This is an optimization exercise on Yosys and OpenROAD, whose aim is small area and a short achievable clock period, not a production implementation. Only simulation tests tie the RTL to the original design; equivalence was not proved. No activity file was given, so power comes from the tool's default toggle rates.

File: design/flow/design.v
module sincos (
    input wire clk,
    input wire rst,
    input wire [7:0] theta,
    output reg [7:0] sine,
    output reg [7:0] cosine,
    output reg done
);
    reg [7:0] t [0:8];
    integer i;
    always @(posedge clk) begin
        t[0] <= theta;
        for (i = 1; i < 9; i = i + 1) t[i] <= t[i-1];
    end
    reg [7:0] s_n, c_n;
    always @* begin
        case (t[8])
            8'd0: begin s_n = 8'd1; c_n = 8'd80; end
            8'd1: begin s_n = 8'd1; c_n = 8'd80; end
            8'd2: begin s_n = 8'd3; c_n = 8'd80; end
            8'd3: begin s_n = 8'd3; c_n = 8'd80; end
            8'd4: begin s_n = 8'd5; c_n = 8'd80; end
            8'd5: begin s_n = 8'd5; c_n = 8'd80; end
            8'd6: begin s_n = 8'd9; c_n = 8'd80; end
            8'd7: begin s_n = 8'd9; c_n = 8'd80; end
            8'd8: begin s_n = 8'd11; c_n = 8'd80; end
            8'd9: begin s_n = 8'd11; c_n = 8'd80; end
            8'd10: begin s_n = 8'd13; c_n = 8'd80; end
            8'd11: begin s_n = 8'd13; c_n = 8'd80; end
            8'd12: begin s_n = 8'd15; c_n = 8'd80; end
            8'd13: begin s_n = 8'd15; c_n = 8'd80; end
            8'd14: begin s_n = 8'd17; c_n = 8'd78; end
            8'd15: begin s_n = 8'd17; c_n = 8'd78; end
            8'd16: begin s_n = 8'd19; c_n = 8'd78; end
            8'd17: begin s_n = 8'd19; c_n = 8'd78; end
            8'd18: begin s_n = 8'd21; c_n = 8'd78; end
            8'd19: begin s_n = 8'd21; c_n = 8'd78; end
            8'd20: begin s_n = 8'd23; c_n = 8'd78; end
            8'd21: begin s_n = 8'd28; c_n = 8'd74; end
            8'd22: begin s_n = 8'd30; c_n = 8'd74; end
            8'd23: begin s_n = 8'd30; c_n = 8'd74; end
            8'd24: begin s_n = 8'd32; c_n = 8'd74; end
            8'd25: begin s_n = 8'd32; c_n = 8'd74; end
            8'd26: begin s_n = 8'd34; c_n = 8'd74; end
            8'd27: begin s_n = 8'd34; c_n = 8'd74; end
            8'd28: begin s_n = 8'd36; c_n = 8'd71; end
            8'd29: begin s_n = 8'd36; c_n = 8'd71; end
            8'd30: begin s_n = 8'd38; c_n = 8'd71; end
            8'd31: begin s_n = 8'd38; c_n = 8'd71; end
            8'd32: begin s_n = 8'd40; c_n = 8'd69; end
            8'd33: begin s_n = 8'd40; c_n = 8'd69; end
            8'd34: begin s_n = 8'd42; c_n = 8'd69; end
            8'd35: begin s_n = 8'd42; c_n = 8'd69; end
            8'd36: begin s_n = 8'd45; c_n = 8'd66; end
            8'd37: begin s_n = 8'd45; c_n = 8'd66; end
            8'd38: begin s_n = 8'd47; c_n = 8'd66; end
            8'd39: begin s_n = 8'd47; c_n = 8'd66; end
            8'd40: begin s_n = 8'd49; c_n = 8'd64; end
            8'd41: begin s_n = 8'd49; c_n = 8'd64; end
            8'd42: begin s_n = 8'd51; c_n = 8'd64; end
            8'd43: begin s_n = 8'd51; c_n = 8'd64; end
            8'd44: begin s_n = 8'd53; c_n = 8'd60; end
            8'd45: begin s_n = 8'd53; c_n = 8'd60; end
            8'd46: begin s_n = 8'd53; c_n = 8'd60; end
            8'd47: begin s_n = 8'd53; c_n = 8'd60; end
            8'd48: begin s_n = 8'd55; c_n = 8'd58; end
            8'd49: begin s_n = 8'd55; c_n = 8'd58; end
            8'd50: begin s_n = 8'd58; c_n = 8'd55; end
            8'd51: begin s_n = 8'd58; c_n = 8'd55; end
            8'd52: begin s_n = 8'd60; c_n = 8'd53; end
            8'd53: begin s_n = 8'd60; c_n = 8'd53; end
            8'd54: begin s_n = 8'd60; c_n = 8'd53; end
            8'd55: begin s_n = 8'd60; c_n = 8'd53; end
            8'd56: begin s_n = 8'd64; c_n = 8'd51; end
            8'd57: begin s_n = 8'd64; c_n = 8'd51; end
            8'd58: begin s_n = 8'd64; c_n = 8'd49; end
            8'd59: begin s_n = 8'd64; c_n = 8'd49; end
            8'd60: begin s_n = 8'd66; c_n = 8'd47; end
            8'd61: begin s_n = 8'd66; c_n = 8'd47; end
            8'd62: begin s_n = 8'd66; c_n = 8'd45; end
            8'd63: begin s_n = 8'd66; c_n = 8'd45; end
            8'd64: begin s_n = 8'd69; c_n = 8'd42; end
            8'd65: begin s_n = 8'd69; c_n = 8'd42; end
            8'd66: begin s_n = 8'd69; c_n = 8'd40; end
            8'd67: begin s_n = 8'd69; c_n = 8'd40; end
            8'd68: begin s_n = 8'd71; c_n = 8'd38; end
            8'd69: begin s_n = 8'd71; c_n = 8'd38; end
            8'd70: begin s_n = 8'd71; c_n = 8'd36; end
            8'd71: begin s_n = 8'd71; c_n = 8'd36; end
            8'd72: begin s_n = 8'd74; c_n = 8'd34; end
            8'd73: begin s_n = 8'd74; c_n = 8'd34; end
            8'd74: begin s_n = 8'd74; c_n = 8'd32; end
            8'd75: begin s_n = 8'd74; c_n = 8'd32; end
            8'd76: begin s_n = 8'd74; c_n = 8'd30; end
            8'd77: begin s_n = 8'd74; c_n = 8'd30; end
            8'd78: begin s_n = 8'd74; c_n = 8'd28; end
            8'd79: begin s_n = 8'd78; c_n = 8'd23; end
            8'd80: begin s_n = 8'd78; c_n = 8'd21; end
            8'd81: begin s_n = 8'd78; c_n = 8'd21; end
            8'd82: begin s_n = 8'd78; c_n = 8'd19; end
            8'd83: begin s_n = 8'd78; c_n = 8'd19; end
            8'd84: begin s_n = 8'd78; c_n = 8'd17; end
            8'd85: begin s_n = 8'd78; c_n = 8'd17; end
            8'd86: begin s_n = 8'd80; c_n = 8'd15; end
            8'd87: begin s_n = 8'd80; c_n = 8'd15; end
            8'd88: begin s_n = 8'd80; c_n = 8'd13; end
            8'd89: begin s_n = 8'd80; c_n = 8'd13; end
            8'd90: begin s_n = 8'd80; c_n = 8'd11; end
            8'd91: begin s_n = 8'd80; c_n = 8'd11; end
            8'd92: begin s_n = 8'd80; c_n = 8'd9; end
            8'd93: begin s_n = 8'd80; c_n = 8'd9; end
            8'd94: begin s_n = 8'd80; c_n = 8'd5; end
            8'd95: begin s_n = 8'd80; c_n = 8'd5; end
            8'd96: begin s_n = 8'd80; c_n = 8'd3; end
            8'd97: begin s_n = 8'd80; c_n = 8'd3; end
            8'd98: begin s_n = 8'd80; c_n = 8'd1; end
            8'd99: begin s_n = 8'd80; c_n = 8'd1; end
            8'd100: begin s_n = 8'd81; c_n = 8'd255; end
            8'd101: begin s_n = 8'd79; c_n = 8'd255; end
            8'd102: begin s_n = 8'd81; c_n = 8'd253; end
            8'd103: begin s_n = 8'd79; c_n = 8'd253; end
            8'd104: begin s_n = 8'd79; c_n = 8'd251; end
            8'd105: begin s_n = 8'd77; c_n = 8'd251; end
            8'd106: begin s_n = 8'd79; c_n = 8'd249; end
            8'd107: begin s_n = 8'd77; c_n = 8'd249; end
            8'd108: begin s_n = 8'd77; c_n = 8'd247; end
            8'd109: begin s_n = 8'd75; c_n = 8'd247; end
            8'd110: begin s_n = 8'd75; c_n = 8'd247; end
            8'd111: begin s_n = 8'd75; c_n = 8'd247; end
            8'd112: begin s_n = 8'd75; c_n = 8'd247; end
            8'd113: begin s_n = 8'd75; c_n = 8'd247; end
            8'd114: begin s_n = 8'd75; c_n = 8'd247; end
            8'd115: begin s_n = 8'd75; c_n = 8'd247; end
            8'd116: begin s_n = 8'd75; c_n = 8'd247; end
            8'd117: begin s_n = 8'd75; c_n = 8'd247; end
            8'd118: begin s_n = 8'd75; c_n = 8'd247; end
            8'd119: begin s_n = 8'd75; c_n = 8'd247; end
            8'd120: begin s_n = 8'd75; c_n = 8'd247; end
            8'd121: begin s_n = 8'd75; c_n = 8'd247; end
            8'd122: begin s_n = 8'd75; c_n = 8'd247; end
            8'd123: begin s_n = 8'd75; c_n = 8'd247; end
            8'd124: begin s_n = 8'd75; c_n = 8'd247; end
            8'd125: begin s_n = 8'd75; c_n = 8'd247; end
            8'd126: begin s_n = 8'd75; c_n = 8'd247; end
            8'd127: begin s_n = 8'd75; c_n = 8'd247; end
            8'd128: begin s_n = 8'd181; c_n = 8'd240; end
            8'd129: begin s_n = 8'd181; c_n = 8'd240; end
            8'd130: begin s_n = 8'd181; c_n = 8'd240; end
            8'd131: begin s_n = 8'd181; c_n = 8'd240; end
            8'd132: begin s_n = 8'd181; c_n = 8'd240; end
            8'd133: begin s_n = 8'd181; c_n = 8'd240; end
            8'd134: begin s_n = 8'd181; c_n = 8'd240; end
            8'd135: begin s_n = 8'd181; c_n = 8'd240; end
            8'd136: begin s_n = 8'd181; c_n = 8'd240; end
            8'd137: begin s_n = 8'd181; c_n = 8'd240; end
            8'd138: begin s_n = 8'd181; c_n = 8'd240; end
            8'd139: begin s_n = 8'd181; c_n = 8'd240; end
            8'd140: begin s_n = 8'd181; c_n = 8'd240; end
            8'd141: begin s_n = 8'd181; c_n = 8'd240; end
            8'd142: begin s_n = 8'd181; c_n = 8'd240; end
            8'd143: begin s_n = 8'd181; c_n = 8'd240; end
            8'd144: begin s_n = 8'd181; c_n = 8'd240; end
            8'd145: begin s_n = 8'd181; c_n = 8'd240; end
            8'd146: begin s_n = 8'd181; c_n = 8'd240; end
            8'd147: begin s_n = 8'd179; c_n = 8'd242; end
            8'd148: begin s_n = 8'd179; c_n = 8'd244; end
            8'd149: begin s_n = 8'd177; c_n = 8'd246; end
            8'd150: begin s_n = 8'd179; c_n = 8'd246; end
            8'd151: begin s_n = 8'd177; c_n = 8'd248; end
            8'd152: begin s_n = 8'd177; c_n = 8'd250; end
            8'd153: begin s_n = 8'd175; c_n = 8'd252; end
            8'd154: begin s_n = 8'd178; c_n = 8'd250; end
            8'd155: begin s_n = 8'd176; c_n = 8'd252; end
            8'd156: begin s_n = 8'd176; c_n = 8'd254; end
            8'd157: begin s_n = 8'd174; c_n = 8'd0; end
            8'd158: begin s_n = 8'd176; c_n = 8'd0; end
            8'd159: begin s_n = 8'd176; c_n = 8'd2; end
            8'd160: begin s_n = 8'd176; c_n = 8'd4; end
            8'd161: begin s_n = 8'd176; c_n = 8'd6; end
            8'd162: begin s_n = 8'd177; c_n = 8'd4; end
            8'd163: begin s_n = 8'd177; c_n = 8'd6; end
            8'd164: begin s_n = 8'd177; c_n = 8'd8; end
            8'd165: begin s_n = 8'd177; c_n = 8'd10; end
            8'd166: begin s_n = 8'd177; c_n = 8'd10; end
            8'd167: begin s_n = 8'd177; c_n = 8'd12; end
            8'd168: begin s_n = 8'd177; c_n = 8'd14; end
            8'd169: begin s_n = 8'd177; c_n = 8'd16; end
            8'd170: begin s_n = 8'd177; c_n = 8'd14; end
            8'd171: begin s_n = 8'd177; c_n = 8'd16; end
            8'd172: begin s_n = 8'd177; c_n = 8'd18; end
            8'd173: begin s_n = 8'd177; c_n = 8'd20; end
            8'd174: begin s_n = 8'd177; c_n = 8'd20; end
            8'd175: begin s_n = 8'd177; c_n = 8'd22; end
            8'd176: begin s_n = 8'd177; c_n = 8'd24; end
            8'd177: begin s_n = 8'd182; c_n = 8'd25; end
            8'd178: begin s_n = 8'd182; c_n = 8'd27; end
            8'd179: begin s_n = 8'd182; c_n = 8'd29; end
            8'd180: begin s_n = 8'd182; c_n = 8'd29; end
            8'd181: begin s_n = 8'd182; c_n = 8'd31; end
            8'd182: begin s_n = 8'd182; c_n = 8'd33; end
            8'd183: begin s_n = 8'd182; c_n = 8'd35; end
            8'd184: begin s_n = 8'd185; c_n = 8'd33; end
            8'd185: begin s_n = 8'd185; c_n = 8'd35; end
            8'd186: begin s_n = 8'd185; c_n = 8'd37; end
            8'd187: begin s_n = 8'd185; c_n = 8'd39; end
            8'd188: begin s_n = 8'd187; c_n = 8'd39; end
            8'd189: begin s_n = 8'd187; c_n = 8'd41; end
            8'd190: begin s_n = 8'd187; c_n = 8'd43; end
            8'd191: begin s_n = 8'd187; c_n = 8'd45; end
            8'd192: begin s_n = 8'd190; c_n = 8'd42; end
            8'd193: begin s_n = 8'd190; c_n = 8'd44; end
            8'd194: begin s_n = 8'd190; c_n = 8'd46; end
            8'd195: begin s_n = 8'd190; c_n = 8'd48; end
            8'd196: begin s_n = 8'd192; c_n = 8'd49; end
            8'd197: begin s_n = 8'd192; c_n = 8'd51; end
            8'd198: begin s_n = 8'd192; c_n = 8'd51; end
            8'd199: begin s_n = 8'd192; c_n = 8'd53; end
            8'd200: begin s_n = 8'd196; c_n = 8'd52; end
            8'd201: begin s_n = 8'd196; c_n = 8'd54; end
            8'd202: begin s_n = 8'd196; c_n = 8'd54; end
            8'd203: begin s_n = 8'd196; c_n = 8'd56; end
            8'd204: begin s_n = 8'd198; c_n = 8'd56; end
            8'd205: begin s_n = 8'd198; c_n = 8'd58; end
            8'd206: begin s_n = 8'd201; c_n = 8'd55; end
            8'd207: begin s_n = 8'd201; c_n = 8'd57; end
            8'd208: begin s_n = 8'd203; c_n = 8'd57; end
            8'd209: begin s_n = 8'd203; c_n = 8'd59; end
            8'd210: begin s_n = 8'd203; c_n = 8'd59; end
            8'd211: begin s_n = 8'd203; c_n = 8'd61; end
            8'd212: begin s_n = 8'd206; c_n = 8'd61; end
            8'd213: begin s_n = 8'd206; c_n = 8'd63; end
            8'd214: begin s_n = 8'd206; c_n = 8'd63; end
            8'd215: begin s_n = 8'd206; c_n = 8'd65; end
            8'd216: begin s_n = 8'd209; c_n = 8'd65; end
            8'd217: begin s_n = 8'd209; c_n = 8'd67; end
            8'd218: begin s_n = 8'd211; c_n = 8'd67; end
            8'd219: begin s_n = 8'd211; c_n = 8'd69; end
            8'd220: begin s_n = 8'd214; c_n = 8'd66; end
            8'd221: begin s_n = 8'd214; c_n = 8'd68; end
            8'd222: begin s_n = 8'd216; c_n = 8'd68; end
            8'd223: begin s_n = 8'd216; c_n = 8'd70; end
            8'd224: begin s_n = 8'd218; c_n = 8'd70; end
            8'd225: begin s_n = 8'd218; c_n = 8'd72; end
            8'd226: begin s_n = 8'd220; c_n = 8'd72; end
            8'd227: begin s_n = 8'd220; c_n = 8'd74; end
            8'd228: begin s_n = 8'd222; c_n = 8'd73; end
            8'd229: begin s_n = 8'd222; c_n = 8'd75; end
            8'd230: begin s_n = 8'd224; c_n = 8'd75; end
            8'd231: begin s_n = 8'd224; c_n = 8'd77; end
            8'd232: begin s_n = 8'd226; c_n = 8'd75; end
            8'd233: begin s_n = 8'd226; c_n = 8'd77; end
            8'd234: begin s_n = 8'd228; c_n = 8'd77; end
            8'd235: begin s_n = 8'd231; c_n = 8'd77; end
            8'd236: begin s_n = 8'd233; c_n = 8'd77; end
            8'd237: begin s_n = 8'd233; c_n = 8'd79; end
            8'd238: begin s_n = 8'd235; c_n = 8'd77; end
            8'd239: begin s_n = 8'd235; c_n = 8'd79; end
            8'd240: begin s_n = 8'd237; c_n = 8'd79; end
            8'd241: begin s_n = 8'd237; c_n = 8'd81; end
            8'd242: begin s_n = 8'd241; c_n = 8'd79; end
            8'd243: begin s_n = 8'd241; c_n = 8'd81; end
            8'd244: begin s_n = 8'd243; c_n = 8'd81; end
            8'd245: begin s_n = 8'd243; c_n = 8'd83; end
            8'd246: begin s_n = 8'd245; c_n = 8'd81; end
            8'd247: begin s_n = 8'd245; c_n = 8'd83; end
            8'd248: begin s_n = 8'd247; c_n = 8'd83; end
            8'd249: begin s_n = 8'd247; c_n = 8'd85; end
            8'd250: begin s_n = 8'd251; c_n = 8'd79; end
            8'd251: begin s_n = 8'd251; c_n = 8'd81; end
            8'd252: begin s_n = 8'd253; c_n = 8'd81; end
            8'd253: begin s_n = 8'd253; c_n = 8'd83; end
            8'd254: begin s_n = 8'd255; c_n = 8'd82; end
            8'd255: begin s_n = 8'd255; c_n = 8'd84; end
        endcase
    end
    always @(posedge clk) begin
        sine <= s_n;
        cosine <= c_n;
    end
    reg [2:0] cnt;
    reg full;
    always @(posedge clk or posedge rst) begin
        if (rst) begin
            cnt <= 3'd0;
            full <= 1'b0;
            done <= 1'b0;
        end else begin
            cnt <= cnt + 3'd1;
            full <= full | (&cnt);
            done <= full;
        end
    end
endmodule
File: design/flow/run.sh
#!/bin/bash
# synth_recipe.tcl (not shown) runs the flow's synth.tcl, then flattens the netlist and writes it again
# the make line also repeats each setting of config.mk as NAME=value (left out here)
make -C /OpenROAD-flow-scripts/flow DESIGN_CONFIG=/design/flow/config.mk WORK_HOME=/design/flow/orfs CLKGATE_MAP_FILE= SYNTH_SCRIPT=/design/flow/synth_recipe.tcl finish
File: design/flow/config.mk
export PLATFORM = sky130hd
export DESIGN_NAME = sincos
export DESIGN_NICKNAME = sincos
export VERILOG_FILES = /design/flow/design.v
export SDC_FILE = /design/flow/constraint.sdc
export NUM_CORES = 4
export LEC_CHECK = 0
export ABC_CLOCK_PERIOD_IN_PS = 1500
export CAP_MARGIN = 20
export CORE_MARGIN = 2
export CORE_UTILIZATION = 40
export SETUP_SLACK_MARGIN = 2.2
export SLEW_MARGIN = 20
File: design/flow/constraint.sdc
create_clock -name core_clock -period 4.0 [get_ports {clk}]
set_input_delay 0.8000 -clock core_clock [delete_from_list [all_inputs] [get_ports {clk}]]
set_output_delay 0.8000 -clock core_clock [all_outputs]
set_load 0.01 [all_outputs]
==> results.cfg, run 1 <==
[outcome]
status = finished clean

[cts]
clock_latency_ns = 0.38
cts.sinks = 93
cts_tree = built
root_buffer = clkbuf_8
cts_max_level = 3
cts_max_path_buffers = 2
cts_made_buffers = 9
clk_pin_slew_ns = 0.11

[floorplan]
num_rows = 38
initial_core_util = 0.411
die_area_mm2 = 0.0120
die_h_um = 109
die_w_um = 109
core_area_mm2 = 0.0108
ios = 27

[timing]
finalClockSkew_ns = 0.0214
setup_viol = 0
hold_viol_final = 0
tns_ns = 0
period_share = 0.515
maxSlewHeadroom = 0.687
period_needed_ns = 2.06
fmax_mhz = 486
worstMarginPinSlew_ns = 0.467
rsz0062_at_grt = true
slew_viol_final = 0

[logic_synthesis]
synth_cell_types = 72
avgSynthCellArea_um2 = 9.64
syn-cell-area_mm2 = 0.00445
synth.largest_area_cell = dfxtp_1
synth_common_cells = 88 x dfxtp_1, 34 x ha_1, 30 x a21oi_1, 30 x o21ai_0, 26 x nand2_1
ys.flop_type = dfxtp_1
async_flop_share = 0.0538
syn-num-nets = 506
synth.area.top_cells = dfxtp_1 40%, ha_1 9.6%, a21oi_1 3.4%, o21ai_0 3.4%, dfrtp_1 2.8%
yosysMostFrequentCell = dfxtp_1
synthCells = 462
yosys_warnings = 2
synth_top_area_share = 0.396
synth_edf_count = 0
ys_ff_latch = 93
ys_seq_area_frac = 0.424

[critical_path]
cp_slowest_cell = mux4_2
arrival_ns = 2.31
cp_data_required_time_ns = 4.25
setup.worst_path.start_class = flip-flop
cp-end-kind = flip-flop
crit_path_max_incr_delay_ns = 0.49
r2r-start = t[8][1]
crit_start = t[8][1]
path_max_fanout = 4
reg2reg_depth = 8
crit_chain = clkinvlp_4, buf_4, buf_6, ha_2, a21o_1, mux4_2, a211oi_2, a21oi_1
crit_type = reg -> reg

[detailed_routing]
dr.first_iter.drc_count = 436
wl_per_cell_um = 19.5
drtPass1Iterations = 5
drtAntennaViolNets = 0
drc = 0
vias = 3879
viasPerCell = 6.01
postRouteWirelength_um = 12600

[layout]
num-fill-cells = 1018
multi_input_area_mm2 = 0.00253
area_growth_pct = 23.9
antenna_cells_inserted = 0
drive_gt1_frac = 0.250
fin_nets = 544
register_area_mm2 = 0.00191

[hold_path]
worstHoldPathCells = 0
min-delay-start = t[7][2]
hold_class = reg -> reg

[place]
dp_hpwl_um = 7160
io_buffers = 26
place_congestion = 0.915

[pwr]
power.leakage_nw = 2.14
power_density_mw_per_mm2 = 366
ir_drop_uv = 324
total_power_mw = 2.02

[grt]
grt_pass1_vias = 3640
antenna_found_initial = 0
grt_use_total = 0.217
grt_start_max_net_pins = 51
grt_overflow = 0
grt_pass1_wl_um = 19700

[run]
cap_viol_max_count = 0
## report_power, final
group          switching [mW]  leakage [nW]  total (mW)  internal (mW)
Clock                   0.370         0.100       0.613          0.243
Sequential             0.0257         0.800        1.01          0.982
Combinational           0.223          1.24       0.396          0.173
Total                   0.619          2.14        2.02           1.40
## flip-flops by register name, summed over array words and instances (netlist names)
| name | cells |
|---|---|
| done | 1 |
| cosine | 8 |
| full | 1 |
| cnt | 3 |
| t | 72 |
| sine | 8 |
## worst max-delay path, delay by kind of cell, from the launching register on
family / cells / cell delay, ns
AOI/OAI and AO/OA: 3 / 0.46
adders and majority gates: 1 / 0.20
buffers and inverters: 3 / 0.40
DFF: 1 / 0.39
muxes: 1 / 0.49
## worst paths after layout
kind	endpoint	slack [ns]
max	sine[3]	1.94
min	t[8][2]	0.31
max reg2reg	sine[3]	1.94
min reg2reg	t[8][2]	0.31
max in group asynchronous	cnt[2]	3.22
min in group asynchronous	cnt[0]	0.62
## layer usage
layer  up-vias  GRT usage  wire length (um)  part of all wire
met1      1843      0.283              5300              0.42
met3        41     0.0569              1060             0.084
met4         0      0.125               465             0.037
met5         -          0                 0                 0
li1       1775          -                 -                 -
met2       220      0.324              5730              0.46
## timing repair
action,in CTS,in global routing
hold buffers,0,0
pin swaps,9,10
buffers inserted,24,9
gates resized for setup,76,27
endpoints found under the hold margin,0,0
endpoints found under the setup margin,32,17
cloned,0,1
## cells in the final DEF (no fill, tap or decap), types with 5 or more instances in the layout
| master | n |
|---|---|
| buf_6 | 7 |
| dfxtp_1 | 81 |
| dfxtp_4 | 6 |
| nand2_1 | 25 |
| ha_1 | 19 |
| clkinvlp_4 | 5 |
| o221ai_1 | 5 |
| inv_1 | 5 |
| dlygate4sd2_1 | 10 |
| a21oi_1 | 30 |
| clkbuf_8 | 9 |
| clkdlybuf4s15_1 | 5 |
| nor2_1 | 22 |
| a31oi_1 | 5 |
| clkdlybuf4s50_1 | 9 |
| ha_4 | 9 |
| o21ai_0 | 28 |
| o211ai_1 | 6 |
| a211o_1 | 5 |
| dfrtp_1 | 5 |
| nand3_1 | 10 |
| nor3_1 | 8 |
| nand2b_1 | 10 |
| mux2i_1 | 8 |
| nor2b_1 | 14 |
| buf_4 | 27 |
| a211oi_1 | 11 |
| o21ai_1 | 5 |
| ha_2 | 6 |
## logic make-up (layout without fill, tap and decap cells)
family / after synthesis / in the layout / synth area share
XOR/XNOR: 1 / 1 / 0.00197
buffers and inverters: 53 / 96 / 0.0644
adder cells (fa/ha/maj): 34 / 34 / 0.0956
flip-flops: 93 / 93 / 0.424
AO/OA/AOI/OAI: 153 / 153 / 0.244
AND/OR/NAND/NOR: 116 / 116 / 0.137
multiplexers: 12 / 12 / 0.0332
## metrics by stage
stage | cells | area [um^2] | setup WS [ns] | util | hold WS [ns]
after floorplan | 462 | 4510 | 1.90 | - | 0.309
after global placement | 595 | 4760 | 1.28 | 0.439 | 0.309
after detailed placement | 595 | 4760 | 1.27 | 0.439 | 0.312
after CTS | 635 | 5370 | 1.95 | 0.495 | 0.316
after global routing | 645 | 5520 | 1.84 | 0.509 | 0.337
final | 645 | 5520 | 1.94 | 0.509 | 0.315
## final cells by class
class,instances,share of cell area
inverter,13,0.0143
tap,140,0.0318
sequential,93,0.346
timing repair buffer,66,0.112
clock inverter,7,0.0127
multi-input combinational,316,0.459
clock buffer,9,0.0225
timing repair inverter,1,0.00136
==> inputs of run 2 (changes only) <==
--- a/design/flow/config.mk
+++ b/design/flow/config.mk
@@ -5,7 +5,6 @@
 export SDC_FILE = /design/flow/constraint.sdc
 export NUM_CORES = 4
 export LEC_CHECK = 0
-export ABC_CLOCK_PERIOD_IN_PS = 1500
 export CAP_MARGIN = 20
 export CORE_MARGIN = 2
 export CORE_UTILIZATION = 40
==> results.cfg, run 2 <==
[critical_path]
cp-end-kind = flip-flop
cp_data_required_time_ns = 4.25
arrival_ns = 2.31
ff2ff_setup_slack_ns = 1.94
rr_endpoint = sine[3]
setup.worst_path.start_class = flip-flop
reg2reg_depth = 8
path_max_fanout = 4
crit_type = reg -> reg
r2r-start = t[8][1]

[cts]
cts_max_path_buffers = 2
cts.sinks = 93
cts_tree = built
clock_latency_ns = 0.38
cts_made_buffers = 9
cts_max_level = 3
clk_pin_slew_ns = 0.11
root_buffer = clkbuf_8

[pwr]
power.leakage_nw = 2.14
power_density_mw_per_mm2 = 366
ir_drop_uv = 324

[logic_synthesis]
synth.area.top_cells = dfxtp_1 40%, ha_1 9.6%, a21oi_1 3.4%, o21ai_0 3.4%, dfrtp_1 2.8%
syn-cell-area_mm2 = 0.00445
async_flop_share = 0.0538
synthCells = 462
ys.flop_type = dfxtp_1
synth_edf_count = 0
synth.largest_area_cell = dfxtp_1
ys_ff_latch = 93
yosysMostFrequentCell = dfxtp_1
ys_seq_area_frac = 0.424
synth_cell_types = 72
syn-num-nets = 506
synth_common_cells = 88 x dfxtp_1, 34 x ha_1, 30 x a21oi_1, 30 x o21ai_0, 26 x nand2_1
avgSynthCellArea_um2 = 9.64
synth_top_area_share = 0.396
yosys_warnings = 2

[floorplan]
die_area_mm2 = 0.0120
die_h_um = 109
ios = 27
initial_core_util = 0.411
core_area_mm2 = 0.0108
num_rows = 38
die_w_um = 109

[layout]
final_common_cell = dfxtp_1
stdcell_count = 645
antenna_cells_inserted = 0
final_cell_mix = 81 x dfxtp_1, 30 x a21oi_1, 28 x o21ai_0
fin_util = 0.509
fin_nets = 544
largest_register = t
largest_reg_flops = 72
area_growth_pct = 23.9
drive_gt1_frac = 0.250
top_regs = t: 72 flops, cosine: 8 flops, sine: 8 flops

[grt]
grt_use_total = 0.217
antenna_found_initial = 0
grt_start_max_net_pins = 51
grt_pass1_wl_um = 19700
grt_overflow = 0
grt_pass1_vias = 3640

[place]
place_congestion = 0.915
dp.cells = 595
io_buffers = 26
dp_hpwl_um = 7160

[timing]
period_needed_ns = 2.06
hold_viol_final = 0
fmax_mhz = 486
setup_viol = 0
period_share = 0.515
worstMarginPinSlew_ns = 0.467
slew_viol_final = 0
rsz0062_at_grt = true
maxSlewHeadroom = 0.687
tns_ns = 0
finalClockSkew_ns = 0.0214
holdWs_ns = 0.315

[detailed_routing]
drc = 0
dr.first_iter.drc_count = 436
drtPass1Iterations = 5
vias = 3879
viasPerCell = 6.01
wl_per_cell_um = 19.5
postRouteWirelength_um = 12600
drtAntennaViolNets = 0

[run]
cap_viol_max_count = 0

[hold_path]
min-delay-start = t[7][2]
hold_class = reg -> reg
worstHoldEndpoint = t[8][2]
worstHoldPathCells = 0

[outcome]
status = finished clean
## run 2: cell counts in the layout (fill, tap and decap cells not counted)
No cell type changed its count.
## run 2: worst max-delay path by stage
stage | startpoint | to
final | t[8][1] | sine[3]
after global routing | t[8][0] | cosine[1]
after CTS | t[8][1] | cosine[1]
after detailed placement | t[8][2] | sine[3]
after global placement | t[8][2] | sine[3]
after floorplan | t[8][1] | cosine[1]
## run 2: critical path, stage by stage (launching register included)
cell and delay (ns):
dfxtp_4 0.39, clkinvlp_4 0.13, buf_4 0.15, buf_6 0.12, ha_2 0.20, a21o_1 0.17, mux4_2 0.49, a211oi_2 0.22
a21oi_1 0.07
## run 2: routing by layer
metal	GRT usage	part of all wire	routed length, um	vias up
met4	0.125	0.037	465	0
li1	-	-	-	1775
met1	0.283	0.42	5300	1843
met3	0.0569	0.084	1060	41
met2	0.324	0.46	5730	220
met5	0	0	0	-
## run 2: cell type report
type,instances,area [um^2]
fillers,1018,5320
multi-input cells,316,2530
flip-flops and latches,93,1910
repair buffers,66,619
well taps,140,175
clock buffers,9,124
inverters,13,78.8
clock inverters,7,70.1
repair inverters,1,7.51
## run 2: repair_timing
| item | CTS | global route |
|---|---|---|
| endpoints found under the setup margin | 32 | 17 |
| hold buffers | 0 | 0 |
| pin swaps | 9 | 10 |
| setup buffers | 24 | 9 |
| endpoints found under the hold margin | 0 | 0 |
| gates cloned | 0 | 1 |
| resized for setup | 76 | 27 |
## run 2: through the flow
stage	power [mW]	instance area, um^2	setup WS, ns
2_1_floorplan	1.26	4510	1.90
3_3_place_gp	1.36	4760	1.28
3_5_place_dp	1.36	4760	1.27
4_1_cts	2.02	5370	1.95
5_1_grt	2.12	5520	1.84
6_report	2.02	5520	1.94
## run 2: report_power, final
part,total (mW),switching [mW],internal (mW)
Combinational,0.396,0.223,0.173
Sequential,1.01,0.0257,0.982
Clock,0.613,0.370,0.243
Total,2.02,0.619,1.40
## run 2: cells by family (layout without fill, tap and decap cells)
logic type / after synthesis / count (layout) / synth area share
DFF: 93 / 93 / 0.424
buffers and inverters: 53 / 96 / 0.0644
AOI/OAI and AO/OA: 153 / 153 / 0.244
muxes: 12 / 12 / 0.0332
and+or+nand+nor: 116 / 116 / 0.137
xor gates and xnor gates: 1 / 1 / 0.00197
adders and majority gates: 34 / 34 / 0.0956
==> inputs of run 3 (changes only) <==
--- a/design/flow/config.mk
+++ b/design/flow/config.mk
@@ -8,5 +8,4 @@
 export CAP_MARGIN = 20
 export CORE_MARGIN = 2
 export CORE_UTILIZATION = 40
-export SETUP_SLACK_MARGIN = 2.2
 export SLEW_MARGIN = 20
==> results.cfg, run 3 <==
[outcome]
status = finished clean

[timing]
rsz0062_at_grt = false
hold_viol_final = 0
slew_viol_final = 0
tns_ns = 0
setup_viol = 0
finalClockSkew_ns = 0.0197
maxSlewHeadroom = 0.482
holdWs_ns = 0.320
period_needed_ns = 3.07
fmax_mhz = 326
period_share = 0.768
worstMarginPinSlew_ns = 0.776

[logic_synthesis]
synth_edf_count = 0
avgSynthCellArea_um2 = 9.64
synth_top_family_by_area = compound AO/OA/AOI/OAI gates
synth.area.top_cells = dfxtp_1 40%, ha_1 9.6%, a21oi_1 3.4%, o21ai_0 3.4%, dfrtp_1 2.8%
synthCells = 462
async_flop_share = 0.0538
synth.largest_area_cell = dfxtp_1
ys_seq_area_frac = 0.424
yosys_warnings = 2
syn-cell-area_mm2 = 0.00445
ys.flop_type = dfxtp_1
synth_common_cells = 88 x dfxtp_1, 34 x ha_1, 30 x a21oi_1, 30 x o21ai_0, 26 x nand2_1
synth_top_area_share = 0.396
synth-simple-area-share = 0.137
syn-num-nets = 506
synthMuxAreaShare = 0.0332
yosysMostFrequentCell = dfxtp_1
ys_ff_latch = 93
synthAdderAreaFrac = 0.0956
synth_cell_types = 72
synth_compound_area_frac = 0.244
synthXorXnorAreaFrac = 0.00197

[layout]
fin_nets = 511
antenna_cells_inserted = 0
final_common_cell = dfxtp_1
area_growth_pct = 11.4
largest_register = t
drive_gt1_frac = 0.0996
top_regs = t: 72 flops, cosine: 8 flops, sine: 8 flops
final_cell_mix = 86 x dfxtp_1, 34 x ha_1, 30 x o21ai_0, 30 x a21oi_1
largest_reg_flops = 72

[pwr]
power.leakage_nw = 1.95
ir_drop_uv = 325
power_density_mw_per_mm2 = 423

[detailed_routing]
drc = 0
vias = 3585
wl_per_cell_um = 17.5
drtAntennaViolNets = 0
viasPerCell = 5.86
dr.first_iter.drc_count = 412
postRouteWirelength_um = 10700
drtPass1Iterations = 5

[cts]
cts_made_buffers = 9
clock_latency_ns = 0.37
cts.sinks = 93
cts_hold_buf = 0
cts_setup_buffers = 0
cts_tree = built
cts_max_level = 3
cts_max_path_buffers = 2
clk_pin_slew_ns = 0.11
ctsResizeCount = 0
root_buffer = clkbuf_8

[place]
dp_hpwl_um = 7040
place_congestion = 0.917
io_buffers = 26

[hold_path]
hold_class = reg -> reg

[grt]
grt_pass1_wl_um = 17000
grt_pass1_vias = 3284
grt_overflow = 0
grt_start_max_net_pins = 80
antenna_found_initial = 0
grt_use_total = 0.186

[critical_path]
arrival_ns = 3.35
cp-end-kind = flip-flop
path_max_fanout = 20
ff2ff_setup_slack_ns = 0.93
setup.worst_path.start_class = flip-flop
crit_type = reg -> reg
cp_data_required_time_ns = 4.28

[floorplan]
die_h_um = 109
die_area_mm2 = 0.0120
num_rows = 38
initial_core_util = 0.411
die_w_um = 109
core_area_mm2 = 0.0108
ios = 27

[run]
cap_viol_max_count = 0
run 3: kinds of logic after synthesis:
| logic type | count (synthesis) |
|---|---|
| AO/OA/AOI/OAI | 153 |
| XOR/XNOR | 1 |
| adder cells (fa/ha/maj) | 34 |
| buffers and inverters | 53 |
| flip-flops | 93 |
| multiplexers | 12 |
| AND/OR/NAND/NOR | 116 |
run 3: per-layer routing:
metal  vias to the layer above  GRT usage  wire length, um
met5                         -          0                0
met2                       190      0.285             4920
li1                       1694          -                -
met1                      1673      0.250             4640
met3                        28     0.0462              874
met4                         0     0.0750              301
run 3: stage by stage:
step | worst slack (ns) | area (um^2) | cells | power, mW | util
3_3_place_gp | 1.15 | 4710 | 596 | 1.35 | 0.435
4_1_cts | 0.946 | 4960 | 612 | 2.12 | 0.458
5_1_grt | 0.719 | 4960 | 612 | 2.20 | 0.458
3_5_place_dp | 0.963 | 4710 | 596 | 1.35 | 0.435
6_report | 0.929 | 4960 | 612 | 2.10 | 0.458
2_1_floorplan | 1.63 | 4450 | 462 | 1.25 | -
run 3: worst paths after layout:
check                              from         to  depth (start not counted)
worst max-delay path            t[8][1]  cosine[1]                          7
worst min register to register  t[6][2]    t[7][2]                          0
worst min-delay path            t[6][2]    t[7][2]                          0
max in group asynchronous           rst       full                          2
worst max register to register  t[8][1]  cosine[1]                          7
min in group asynchronous           rst       done                          2
run 3: area by class of cell:
| class | count | area, um^2 |
|---|---|---|
| fill | 1044 | 5880 |
| multi-input combinational | 316 | 2280 |
| sequential | 93 | 1890 |
| timing repair buffer | 34 | 320 |
| tap | 140 | 175 |
| clock buffer | 10 | 128 |
| clock inverter | 6 | 119 |
| inverter | 13 | 50.0 |
run 3: worst max-delay path: stages (launching register included):
cell and delay [ns]:
dfxtp_1 0.77, inv_1 0.34, ha_1 0.58, or2b_1 0.28
a21boi_1 0.14, a2111oi_2 0.49, nor3_1 0.12, a221oi_2 0.28
run 3: power breakdown:
part	internal, mW	total [mW]	switching, mW
clock	0.423	0.764	0.341
sequential	0.984	1.01	0.0219
combinational	0.140	0.329	0.189

[what the ideal ports hide]
No port has a modelled driver above. Below, the same layouts with a new extraction and two added sets of constraints.
Step 1 assumes that a clkbuf_16 drives the clock port and a buf_2 every other input.
Step 2 also shifts input and output timing later by t, the mid clock arrival at the registers, as if the neighbouring blocks saw the same clock.
Three values: ideal ports, drivers, drivers and shift; two values: the first two.
| run | t (ns) | setup WS [ns] | hold WS [ns] | worst setup path at the end | slew at the worst register clock pin (ns) |
|---|---|---|---|---|---|
| run 1 | 0.402 | 1.941 / 1.941 / 1.941 | 0.315 / 0.315 / 0.315 | register to register | 0.11 / 0.11 |
| run 2 | 0.402 | 1.941 / 1.941 / 1.941 | 0.315 / 0.315 / 0.315 | register to register | 0.11 / 0.11 |
| run 3 | 0.397 | 0.929 / 0.929 / 0.929 | 0.320 / 0.320 / 0.320 | register to register | 0.11 / 0.11 |
After both steps setup and hold are still met in every run listed.
